This is an optimization exercise on Yosys and OpenROAD, whose aim is small area, not a production implementation.
Function was checked by simulation only, so behaviour that the tests miss may differ from the original.
Power figures rest on the tool's default switching activity, not on a simulated workload.

==> run Z <==
==> flow/design.v (excerpt) <==
module BNN(
    input         clk,
    input         rst,         
    input         pause,
    output [10:0] inst_addr,   
    input  [15:0] inst,        
    output [13:0] data_addr,   
    output        data_cen,    
    output        data_wen,    
    output [31:0] data_d,      
    input  [31:0] data_q       
    );
Settings: LEC_CHECK=0, ABC_CLOCK_PERIOD_IN_PS=10000, CAP_MARGIN=20, CORE_MARGIN=2, CORE_UTILIZATION=55, PLACE_DENSITY=0.65, SLEW_MARGIN=20; clock period 10.0 ns.
standard.sh (not shown) runs the stock make flow with config.mk's settings and CLKGATE_MAP_FILE= SYNTH_SCRIPT=/design/flow/synth_recipe.tcl, a recipe that flattens the netlist after the stock synthesis.
==> flow/flow/run.sh <==
#!/bin/bash
# Layout flow: the standard layout, with two changes.
#  1. Synthesis is the standard synthesis script (synth_recipe.tcl) with the
#     combinational mapping done by an area-oriented ABC script
#     (flow/abc_area.script). Registers are mapped by Yosys before ABC runs,
#     so they keep the standard synthesis's names and cell types.
#  2. Clock tree synthesis runs without dummy loads, with clkbuf_8 buffers
#     and clusters of at most 14 sinks within 50 um.
# Each tool's output goes to a log file in this folder.
set -euo pipefail
W=$(pwd)
ABC_SCRIPT=$W/flow/abc_area.script

# synthesis script: synth_recipe.tcl with the ABC script replaced
{
  head -n 1 synth_recipe.tcl
  cat <<EOF
proc abc {args} {
  set i [lsearch -exact \$args -script]
  if {\$i >= 0} { lset args [expr {\$i + 1}] {$ABC_SCRIPT} }
  yosys abc {*}\$args
}
EOF
  tail -n +2 synth_recipe.tcl
} > own_synth.tcl
sed "s#SYNTH_SCRIPT=[^ ]*synth_recipe.tcl#SYNTH_SCRIPT=$W/own_synth.tcl#" standard.sh > own_standard.sh
grep -q "SYNTH_SCRIPT=$W/own_synth.tcl" own_standard.sh

bash own_standard.sh synth > synth.log 2>&1

export CTS_ARGS="-sink_clustering_enable -repair_clock_nets -dont_use_dummy_load -buf_list sky130_fd_sc_hd__clkbuf_8 -sink_clustering_size 14 -sink_clustering_max_diameter 50"
bash standard.sh finish > layout.log 2>&1
test -f out/final.def
==> flow/flow/abc_area.script <==
&get -n
&st
&dch
&nf -R 1000 -p -F 8 -A 8
&put
topo
stime -c
==> run M (differences from run Z) <==
--- a/flow/design.v
+++ b/flow/design.v
@@ -235,28 +235,25 @@
     integer j;
     always @(*) begin
         bpu_out_or = 56'd0;
         for (j = 0; j < 16; j = j + 1)
             bpu_out_or = bpu_out_or | bpu_out_m[j];
     end
     wire [7:0][6:0] bpu_out_add = bpu_out_or;
     reg [7:0][10:0] cal_intern;
-    wire cal_ld   = rst | empt;
-    wire cal_add  = ~cal_ld & psum_add;
-    wire cal_hold = ~cal_ld & ~psum_add;
     generate
         for (k = 0; k < 8; k = k + 1) begin : g_acc
             wire [10:0] sum;
             XNOR1x7_add #(.W(11)) add(.a(cal_intern[k]),
                 .b({{4{bpu_out_add[k][6]}}, bpu_out_add[k]}), .cin(1'b0), .s(sum));
-            always @(posedge clk)
-                cal_intern[k] <= ({11{cal_ld}} & {{3{bias[8*k+7]}}, bias[8*k +: 8]})
-                               | ({11{cal_add}} & sum)
-                               | ({11{cal_hold}} & cal_intern[k]);
+            always @(posedge clk) begin
+                if (rst | empt) cal_intern[k] <= {{3{bias[8*k+7]}}, bias[8*k +: 8]};
+                else if (psum_add) cal_intern[k] <= sum;
+            end
         end
     endgenerate
     wire [7:0] cal_bin;
     generate
         for (k = 0; k < 8; k = k + 1) begin : g_bin
             assign cal_bin[k] = ~cal_intern[k][10];
         end
     endgenerate
@@ -317,30 +314,17 @@
     always @(*) begin
         if (o_mov) osel = {1'b0, inst[7:5]};
         else if (o_cmp) osel = inst[10:7] + 4'd4;
         else if (o_ld2) osel = 4'd1;
         else if (o_st) osel = 4'd3;
         else osel = inst[10:7];
     end
     wire [15:0][15:0] regs = {rf, pc1};
-    wire [15:0][15:0] regs_m;
-    genvar j;
-    generate
-        for (j = 0; j < 16; j = j + 1) begin : g_opnd
-            assign regs_m[j] = {16{osel == j}} & regs[j];
-        end
-    endgenerate
-    reg [15:0] opnd;
-    integer n;
-    always @(*) begin
-        opnd = 16'd0;
-        for (n = 0; n < 16; n = n + 1)
-            opnd = opnd | regs_m[n];
-    end
+    wire [15:0] opnd = regs[osel];
     wire step = o_st ? inst[9] : inst[0];
     wire [6:0] imm = o_add ? inst[6:0] : (step ? 7'd1 : 7'h7f);
     wire [15:0] sum = opnd + {{9{imm[6]}}, imm};
     wire lt = ~(|opnd[15:7] | (opnd[6:0] >= inst[6:0]));
     reg [3:0] widx;
     reg wlo, whi;
     reg [15:0] wv;
     always @(*) begin
==> flow/flow/run.sh (replaced) <==
#!/bin/bash
# Layout flow: the standard layout, with two changes.
#  1. Synthesis is the standard synthesis script (synth_recipe.tcl) with the
#     combinational mapping done by an area-oriented ABC script
#     (flow/abc_area.script). Registers are mapped by Yosys before ABC runs,
#     so they keep the standard synthesis's names and cell types.
#  2. Clock tree synthesis runs without dummy loads, with clkbuf_4 buffers.
# Each tool's output goes to a log file in this folder.
set -euo pipefail
W=$(pwd)
ABC_SCRIPT=$W/flow/abc_area.script

# synthesis script: synth_recipe.tcl with the ABC script replaced
{
  head -n 1 synth_recipe.tcl
  cat <<EOF
proc abc {args} {
  set i [lsearch -exact \$args -script]
  if {\$i >= 0} { lset args [expr {\$i + 1}] {$ABC_SCRIPT} }
  yosys abc {*}\$args
}
EOF
  tail -n +2 synth_recipe.tcl
} > own_synth.tcl
sed "s#SYNTH_SCRIPT=[^ ]*synth_recipe.tcl#SYNTH_SCRIPT=$W/own_synth.tcl#" standard.sh > own_standard.sh
grep -q "SYNTH_SCRIPT=$W/own_synth.tcl" own_standard.sh

bash own_standard.sh synth > synth.log 2>&1

export CTS_ARGS="-sink_clustering_enable -repair_clock_nets -dont_use_dummy_load -buf_list sky130_fd_sc_hd__clkbuf_4"
bash standard.sh finish > layout.log 2>&1
test -f out/final.def
Settings changed: CORE_UTILIZATION 55 to 60, PLACE_DENSITY 0.65 to 0.7.
==> comparison <==
- Run M ran to the end with no violations. Run Z completed and failed the layout checks on max-slew violations.
- Sequential cell count is the same in run M and run Z.
- Against run Z, the final cell count of run M is higher by about 3.2%.
- In run Z the routed wire length is lower than in run M, by 0.84%.
- Die area: run M is smaller than run Z (about 8%).

========
==> inputs of maple <==
BNN, a different RTL version from the one above (not shown whole).
==> flow/design.v (excerpt) <==
module BNN(
    input         clk,
    input         rst,         
    input         pause,
    output [10:0] inst_addr,   
    input  [15:0] inst,        
    output [13:0] data_addr,   
    output        data_cen,    
    output        data_wen,    
    output [31:0] data_d,      
    input  [31:0] data_q       
    );
    wire [19:0] bnncore_ctrl;
    BNNCtrl BNNCtrl(
        .clk(clk),
        .rst(rst),
        .pause(pause),
        .inst(inst),
        .bnncore_ctrl(bnncore_ctrl),
        .data_addr(data_addr),
        .data_cen(data_cen),
        .data_wen(data_wen),
        .inst_addr(inst_addr));
    BNNCore BNNCore(
        .clk(clk),
        .rst(rst),
        .data_in(data_q),
        .instruction(bnncore_ctrl),
        .result_bins(data_d));
endmodule
clock: 10.0 ns
lec_check: 0
abc_clock_period_in_ps: 10000
cap_margin: 25
core_margin: 2
core_utilization: 55
place_density: 0.65
slew_margin: 35
synth_hierarchical: 1
synth_minimum_keep_size: 0
==> flow/flow/run.sh <==
#!/bin/bash
# Layout flow: the standard layout (standard.sh), unchanged except for
# clock tree synthesis, which runs without dummy loads, with clkbuf_8
# buffers and clusters of at most 14 sinks within 50 um.
# Each tool's output goes to a log file in this folder.
set -euo pipefail
export CTS_ARGS="-sink_clustering_enable -repair_clock_nets -dont_use_dummy_load -buf_list sky130_fd_sc_hd__clkbuf_8 -sink_clustering_size 14 -sink_clustering_max_diameter 50"
bash standard.sh synth > synth.log 2>&1
bash standard.sh finish > layout.log 2>&1
test -f out/final.def
==> inputs of umber, as changes to maple <==
--- a/flow/design.v
+++ b/flow/design.v
@@ -36,10 +36,55 @@
     output co
     );
     assign s  = a ^ b;
     assign co = a & b;
 endmodule
+module XNOR1x7_aoi(
+    input [2:0] a,
+    input [2:0] b,
+    output y
+    );
+    assign y = ~|(a & b);
+endmodule
+module XNOR1x7_nand6(
+    input [5:0] a,
+    output y
+    );
+    assign y = ~&a;
+endmodule
+module XNOR1x7_sel16(
+    input [15:0] d,
+    input [15:0] s,
+    output y
+    );
+    wire [5:0] p;
+    genvar i;
+    generate
+        for (i = 0; i < 5; i = i + 1) begin : g_t
+            XNOR1x7_aoi t(.a(d[3*i +: 3]), .b(s[3*i +: 3]), .y(p[i]));
+        end
+    endgenerate
+    assign p[5] = ~(d[15] & s[15]);
+    XNOR1x7_nand6 o(.a(p), .y(y));
+endmodule
+module XNOR1x7_nand3(
+    input [2:0] a,
+    output y
+    );
+    assign y = ~&a;
+endmodule
+module XNOR1x7_sel7(
+    input [6:0] d,
+    input [6:0] s,
+    output y
+    );
+    wire [2:0] p;
+    XNOR1x7_aoi t0(.a(d[2:0]), .b(s[2:0]), .y(p[0]));
+    XNOR1x7_aoi t1(.a(d[5:3]), .b(s[5:3]), .y(p[1]));
+    assign p[2] = ~(d[6] & s[6]);
+    XNOR1x7_nand3 o(.a(p), .y(y));
+endmodule
 `timescale 1ns / 1ps
 module BPU(
     input clk,
     input wld,           
     input whold,         
@@ -52,26 +97,29 @@
     output reg [6:0] popcnt_add
     );
     reg [6:0][6:0] wgt;
     wire [6:0][6:0] wgt_prev = {wgt[5:0], wgt_input};
     wire [48:0] wgt_d;
-    genvar b;
+    genvar b, i;
     generate
         for (b = 0; b < 49; b = b + 1) begin : g_wh
             XNOR1x7_hold h(.ld(wld), .d(wgt_prev[b / 7][b % 7]), .hold(whold), .q(wgt[b / 7][b % 7]), .y(wgt_d[b]));
         end
     endgenerate
     always @(posedge clk)
         wgt <= wgt_d;
-    wire [6:0][6:0] wsel;
+    wire [6:0] w;
     genvar r;
     generate
         for (r = 0; r < 7; r = r + 1) begin : g_row
-            assign wsel[r] = {7{rowsel[r]}} & wgt[r];
+            wire [6:0] d;
+            for (i = 0; i < 7; i = i + 1) begin : g_d
+                assign d[i] = wgt[i][r];
+            end
+            XNOR1x7_sel7 m7(.d(d), .s(rowsel), .y(w[r]));
         end
     endgenerate
-    wire [6:0] w = wsel[0] | wsel[1] | wsel[2] | wsel[3] | wsel[4] | wsel[5] | wsel[6];
     wire [6:0] x = ~(m ^ w);
     wire s0, c0, s1, c1, c2;
     wire [2:0] pop;
     XNOR1x7_fa f0(.a(x[0]), .b(x[1]), .c(x[2]), .s(s0), .co(c0));
     XNOR1x7_fa f1(.a(x[3]), .b(x[4]), .c(x[5]), .s(s1), .co(c1));
@@ -86,11 +134,10 @@
     assign t[4] = kneg[4] ^ tc[4];
     wire [6:0] b7 = {t[4], t[4], t};
     wire [6:0] sum;
     wire [6:1] sc;
     XNOR1x7_ha a0(.a(popcnt_add[0]), .b(b7[0]), .s(sum[0]), .co(sc[1]));
-    genvar i;
     generate
         for (i = 1; i < 6; i = i + 1) begin : g_s
             XNOR1x7_fa a(.a(popcnt_add[i]), .b(b7[i]), .c(sc[i]), .s(sum[i]), .co(sc[i+1]));
         end
     endgenerate
@@ -267,29 +314,30 @@
             XNOR1x7_hold h(.ld(bias_ld), .d(k < 32 ? data_in[k % 32] : bias[k - 32]), .hold(bias_hold), .q(bias[k]), .y(bias_d[k]));
         end
     endgenerate
     always @(posedge clk)
         bias <= bias_d;
-    wire [15:0][55:0] bpu_out_m;
+    genvar i;
+    wire [15:0] gsel;
+    wire [55:0] bpu_out_or;
     generate
-        for (k = 0; k < 16; k = k + 1) begin : g_sel
-            assign bpu_out_m[k] = {56{bpug_sel == k}} & bpu_out[k];
+        for (k = 0; k < 16; k = k + 1) begin : g_gsel
+            assign gsel[k] = bpug_sel == k;
+        end
+        for (k = 0; k < 56; k = k + 1) begin : g_sel
+            wire [15:0] d;
+            for (i = 0; i < 16; i = i + 1) begin : g_d
+                assign d[i] = bpu_out[i][k / 7][k % 7];
+            end
+            XNOR1x7_sel16 m(.d(d), .s(gsel), .y(bpu_out_or[k]));
         end
     endgenerate
-    reg [55:0] bpu_out_or;
-    integer j;
-    always @(*) begin
-        bpu_out_or = 56'd0;
-        for (j = 0; j < 16; j = j + 1)
-            bpu_out_or = bpu_out_or | bpu_out_m[j];
-    end
     wire [7:0][6:0] bpu_out_add = bpu_out_or;
     reg [7:0][10:0] cal_intern;
     wire cal_ld   = rst | empt;
     wire cal_add  = ~cal_ld & psum_add;
     wire cal_hold = ~cal_ld & ~psum_add;
-    genvar i;
     generate
         for (k = 0; k < 8; k = k + 1) begin : g_acc
             wire [10:0] b = {{4{bpu_out_add[k][6]}}, bpu_out_add[k]};
             wire [10:0] bx = {{3{bias[8*k+7]}}, bias[8*k +: 8]};
             wire [10:0] sum;
@@ -380,24 +428,25 @@
         else if (o_ld2) osel = 4'd1;
         else if (o_st) osel = 4'd3;
         else osel = inst[10:7];
     end
     wire [15:0][15:0] regs = {rf, pc1};
-    wire [15:0][15:0] regs_m;
-    genvar j;
-    generate
-        for (j = 0; j < 16; j = j + 1) begin : g_opnd
-            assign regs_m[j] = {16{osel == j}} & regs[j];
+    wire [15:0] osel_oh;
+    wire [15:0] opnd;
+    genvar j, n;
+    generate
+        for (j = 0; j < 16; j = j + 1) begin : g_osel
+            assign osel_oh[j] = osel == j;
+        end
+        for (n = 0; n < 16; n = n + 1) begin : g_opnd
+            wire [15:0] d;
+            for (j = 0; j < 16; j = j + 1) begin : g_d
+                assign d[j] = regs[j][n];
+            end
+            XNOR1x7_sel16 m16(.d(d), .s(osel_oh), .y(opnd[n]));
         end
     endgenerate
-    reg [15:0] opnd;
-    integer n;
-    always @(*) begin
-        opnd = 16'd0;
-        for (n = 0; n < 16; n = n + 1)
-            opnd = opnd | regs_m[n];
-    end
     wire step = o_st ? inst[9] : inst[0];
     wire [6:0] imm = o_add ? inst[6:0] : (step ? 7'd1 : 7'h7f);
     wire [15:0] sum = opnd + {{9{imm[6]}}, imm};
     wire lt = ~(|opnd[15:7] | (opnd[6:0] >= inst[6:0]));
     reg [3:0] widx;
==> flow/flow/run.sh (replaced) <==
#!/bin/bash
# Layout flow: the standard layout (standard.sh), unchanged except for
#  - clock tree synthesis, which runs without dummy loads, with clkbuf_8
#    buffers at the sink clusters (at most 15 sinks within 55 um) and clkbuf_4
#    buffers above them;
#  - the buffers that placement puts on every input and output port, which
#    are buf_1 cells.
# Each tool's output goes to a log file in this folder.
set -euo pipefail
export CTS_ARGS="-sink_clustering_enable -repair_clock_nets -dont_use_dummy_load -buf_list sky130_fd_sc_hd__clkbuf_4 -sink_clustering_buffer sky130_fd_sc_hd__clkbuf_8 -sink_clustering_size 15 -sink_clustering_max_diameter 55"
export BUFFER_PORTS_ARGS="-buffer_cell sky130_fd_sc_hd__buf_1"
bash standard.sh synth > synth.log 2>&1
bash standard.sh finish > layout.log 2>&1
test -f out/final.def
==> inputs of raven, as changes to maple <==
--- a/flow/design.v
+++ b/flow/design.v
@@ -36,10 +36,55 @@
     output co
     );
     assign s  = a ^ b;
     assign co = a & b;
 endmodule
+module XNOR1x7_aoi(
+    input [2:0] a,
+    input [2:0] b,
+    output y
+    );
+    assign y = ~|(a & b);
+endmodule
+module XNOR1x7_nand6(
+    input [5:0] a,
+    output y
+    );
+    assign y = ~&a;
+endmodule
+module XNOR1x7_sel16(
+    input [15:0] d,
+    input [15:0] s,
+    output y
+    );
+    wire [5:0] p;
+    genvar i;
+    generate
+        for (i = 0; i < 5; i = i + 1) begin : g_t
+            XNOR1x7_aoi t(.a(d[3*i +: 3]), .b(s[3*i +: 3]), .y(p[i]));
+        end
+    endgenerate
+    assign p[5] = ~(d[15] & s[15]);
+    XNOR1x7_nand6 o(.a(p), .y(y));
+endmodule
+module XNOR1x7_nand3(
+    input [2:0] a,
+    output y
+    );
+    assign y = ~&a;
+endmodule
+module XNOR1x7_sel7(
+    input [6:0] d,
+    input [6:0] s,
+    output y
+    );
+    wire [2:0] p;
+    XNOR1x7_aoi t0(.a(d[2:0]), .b(s[2:0]), .y(p[0]));
+    XNOR1x7_aoi t1(.a(d[5:3]), .b(s[5:3]), .y(p[1]));
+    assign p[2] = ~(d[6] & s[6]);
+    XNOR1x7_nand3 o(.a(p), .y(y));
+endmodule
 `timescale 1ns / 1ps
 module BPU(
     input clk,
     input wld,           
     input whold,         
@@ -52,26 +97,29 @@
     output reg [6:0] popcnt_add
     );
     reg [6:0][6:0] wgt;
     wire [6:0][6:0] wgt_prev = {wgt[5:0], wgt_input};
     wire [48:0] wgt_d;
-    genvar b;
+    genvar b, i;
     generate
         for (b = 0; b < 49; b = b + 1) begin : g_wh
             XNOR1x7_hold h(.ld(wld), .d(wgt_prev[b / 7][b % 7]), .hold(whold), .q(wgt[b / 7][b % 7]), .y(wgt_d[b]));
         end
     endgenerate
     always @(posedge clk)
         wgt <= wgt_d;
-    wire [6:0][6:0] wsel;
+    wire [6:0] w;
     genvar r;
     generate
         for (r = 0; r < 7; r = r + 1) begin : g_row
-            assign wsel[r] = {7{rowsel[r]}} & wgt[r];
+            wire [6:0] d;
+            for (i = 0; i < 7; i = i + 1) begin : g_d
+                assign d[i] = wgt[i][r];
+            end
+            XNOR1x7_sel7 m7(.d(d), .s(rowsel), .y(w[r]));
         end
     endgenerate
-    wire [6:0] w = wsel[0] | wsel[1] | wsel[2] | wsel[3] | wsel[4] | wsel[5] | wsel[6];
     wire [6:0] x = ~(m ^ w);
     wire s0, c0, s1, c1, c2;
     wire [2:0] pop;
     XNOR1x7_fa f0(.a(x[0]), .b(x[1]), .c(x[2]), .s(s0), .co(c0));
     XNOR1x7_fa f1(.a(x[3]), .b(x[4]), .c(x[5]), .s(s1), .co(c1));
@@ -86,11 +134,10 @@
     assign t[4] = kneg[4] ^ tc[4];
     wire [6:0] b7 = {t[4], t[4], t};
     wire [6:0] sum;
     wire [6:1] sc;
     XNOR1x7_ha a0(.a(popcnt_add[0]), .b(b7[0]), .s(sum[0]), .co(sc[1]));
-    genvar i;
     generate
         for (i = 1; i < 6; i = i + 1) begin : g_s
             XNOR1x7_fa a(.a(popcnt_add[i]), .b(b7[i]), .c(sc[i]), .s(sum[i]), .co(sc[i+1]));
         end
     endgenerate
@@ -267,29 +314,30 @@
             XNOR1x7_hold h(.ld(bias_ld), .d(k < 32 ? data_in[k % 32] : bias[k - 32]), .hold(bias_hold), .q(bias[k]), .y(bias_d[k]));
         end
     endgenerate
     always @(posedge clk)
         bias <= bias_d;
-    wire [15:0][55:0] bpu_out_m;
+    genvar i;
+    wire [15:0] gsel;
+    wire [55:0] bpu_out_or;
     generate
-        for (k = 0; k < 16; k = k + 1) begin : g_sel
-            assign bpu_out_m[k] = {56{bpug_sel == k}} & bpu_out[k];
+        for (k = 0; k < 16; k = k + 1) begin : g_gsel
+            assign gsel[k] = bpug_sel == k;
+        end
+        for (k = 0; k < 56; k = k + 1) begin : g_sel
+            wire [15:0] d;
+            for (i = 0; i < 16; i = i + 1) begin : g_d
+                assign d[i] = bpu_out[i][k / 7][k % 7];
+            end
+            XNOR1x7_sel16 m(.d(d), .s(gsel), .y(bpu_out_or[k]));
         end
     endgenerate
-    reg [55:0] bpu_out_or;
-    integer j;
-    always @(*) begin
-        bpu_out_or = 56'd0;
-        for (j = 0; j < 16; j = j + 1)
-            bpu_out_or = bpu_out_or | bpu_out_m[j];
-    end
     wire [7:0][6:0] bpu_out_add = bpu_out_or;
     reg [7:0][10:0] cal_intern;
     wire cal_ld   = rst | empt;
     wire cal_add  = ~cal_ld & psum_add;
     wire cal_hold = ~cal_ld & ~psum_add;
-    genvar i;
     generate
         for (k = 0; k < 8; k = k + 1) begin : g_acc
             wire [10:0] b = {{4{bpu_out_add[k][6]}}, bpu_out_add[k]};
             wire [10:0] bx = {{3{bias[8*k+7]}}, bias[8*k +: 8]};
             wire [10:0] sum;
@@ -380,24 +428,25 @@
         else if (o_ld2) osel = 4'd1;
         else if (o_st) osel = 4'd3;
         else osel = inst[10:7];
     end
     wire [15:0][15:0] regs = {rf, pc1};
-    wire [15:0][15:0] regs_m;
-    genvar j;
-    generate
-        for (j = 0; j < 16; j = j + 1) begin : g_opnd
-            assign regs_m[j] = {16{osel == j}} & regs[j];
+    wire [15:0] osel_oh;
+    wire [15:0] opnd;
+    genvar j, n;
+    generate
+        for (j = 0; j < 16; j = j + 1) begin : g_osel
+            assign osel_oh[j] = osel == j;
+        end
+        for (n = 0; n < 16; n = n + 1) begin : g_opnd
+            wire [15:0] d;
+            for (j = 0; j < 16; j = j + 1) begin : g_d
+                assign d[j] = regs[j][n];
+            end
+            XNOR1x7_sel16 m16(.d(d), .s(osel_oh), .y(opnd[n]));
         end
     endgenerate
-    reg [15:0] opnd;
-    integer n;
-    always @(*) begin
-        opnd = 16'd0;
-        for (n = 0; n < 16; n = n + 1)
-            opnd = opnd | regs_m[n];
-    end
     wire step = o_st ? inst[9] : inst[0];
     wire [6:0] imm = o_add ? inst[6:0] : (step ? 7'd1 : 7'h7f);
     wire [15:0] sum = opnd + {{9{imm[6]}}, imm};
     wire lt = ~(|opnd[15:7] | (opnd[6:0] >= inst[6:0]));
     reg [3:0] widx;
==> flow/flow/run.sh (replaced) <==
#!/bin/bash
# Layout flow: the standard layout (standard.sh), unchanged except for
# clock tree synthesis, which runs without dummy loads, with clkbuf_8
# buffers at the sink clusters (at most 15 sinks within 55 um) and clkbuf_4
# buffers above them.
# Each tool's output goes to a log file in this folder.
set -euo pipefail
export CTS_ARGS="-sink_clustering_enable -repair_clock_nets -dont_use_dummy_load -buf_list sky130_fd_sc_hd__clkbuf_4 -sink_clustering_buffer sky130_fd_sc_hd__clkbuf_8 -sink_clustering_size 15 -sink_clustering_max_diameter 55"
bash standard.sh synth > synth.log 2>&1
bash standard.sh finish > layout.log 2>&1
test -f out/final.def
==> notes <==
In total power, raven and umber hardly differ.
In die area, umber and raven do not differ.
umber completed without violations. maple completed without violations. raven completed without violations.
Wire length: maple > raven > umber.
Maximum frequency: raven < maple < umber.
In umber the critical path depth is higher than in raven, by 4.
Core utilization: umber < raven < maple.
Combinational power: maple is lower than raven (about 6%).

==> separate check: timing with driven ports <==
How much do the figures lean on ideal ports? The routed layouts below were timed once more, with nothing changed but the port constraints.
Step 1: set_driving_cell puts a clkbuf_16 on clk and a buf_2 on each other input, an assumption about the parent block.
Step 2 adds t to the input delays and takes it off the output delays; t is the mean of the earliest and latest rising clock arrival at the registers after step 1. Input paths then give back, and output paths get back, about the clock's delay inside the block.
Slacks: no drivers / after step 1 / after step 2; pairs: no drivers / after step 1.
run | t, ns | slack for setup (ns) | worst hold slack (ns) | worst register clock-pin slew, ns
run Z | 1.572 | 1.167 / 1.167 / 0.434 | 0.350 / 0.350 / 0.350 | 0.10 / 0.10
run M | 2.125 | 1.222 / 1.222 / 0.547 | 0.376 / 0.259 / 0.376 | 0.08 / 0.08
maple | 1.570 | 1.303 / 1.303 / 0.419 | 0.429 / 0.429 / 0.429 | 0.11 / 0.11
umber | 2.091 | 1.321 / 1.320 / 0.493 | 0.361 / 0.361 / 0.361 | 0.11 / 0.11
raven | 2.093 | 0.938 / 0.938 / 0.123 | 0.378 / 0.312 / 0.378 | 0.11 / 0.11
For maple, which loses most, drivers alone change the setup slack by 0.000 ns; drivers and shift together by -0.884 ns.
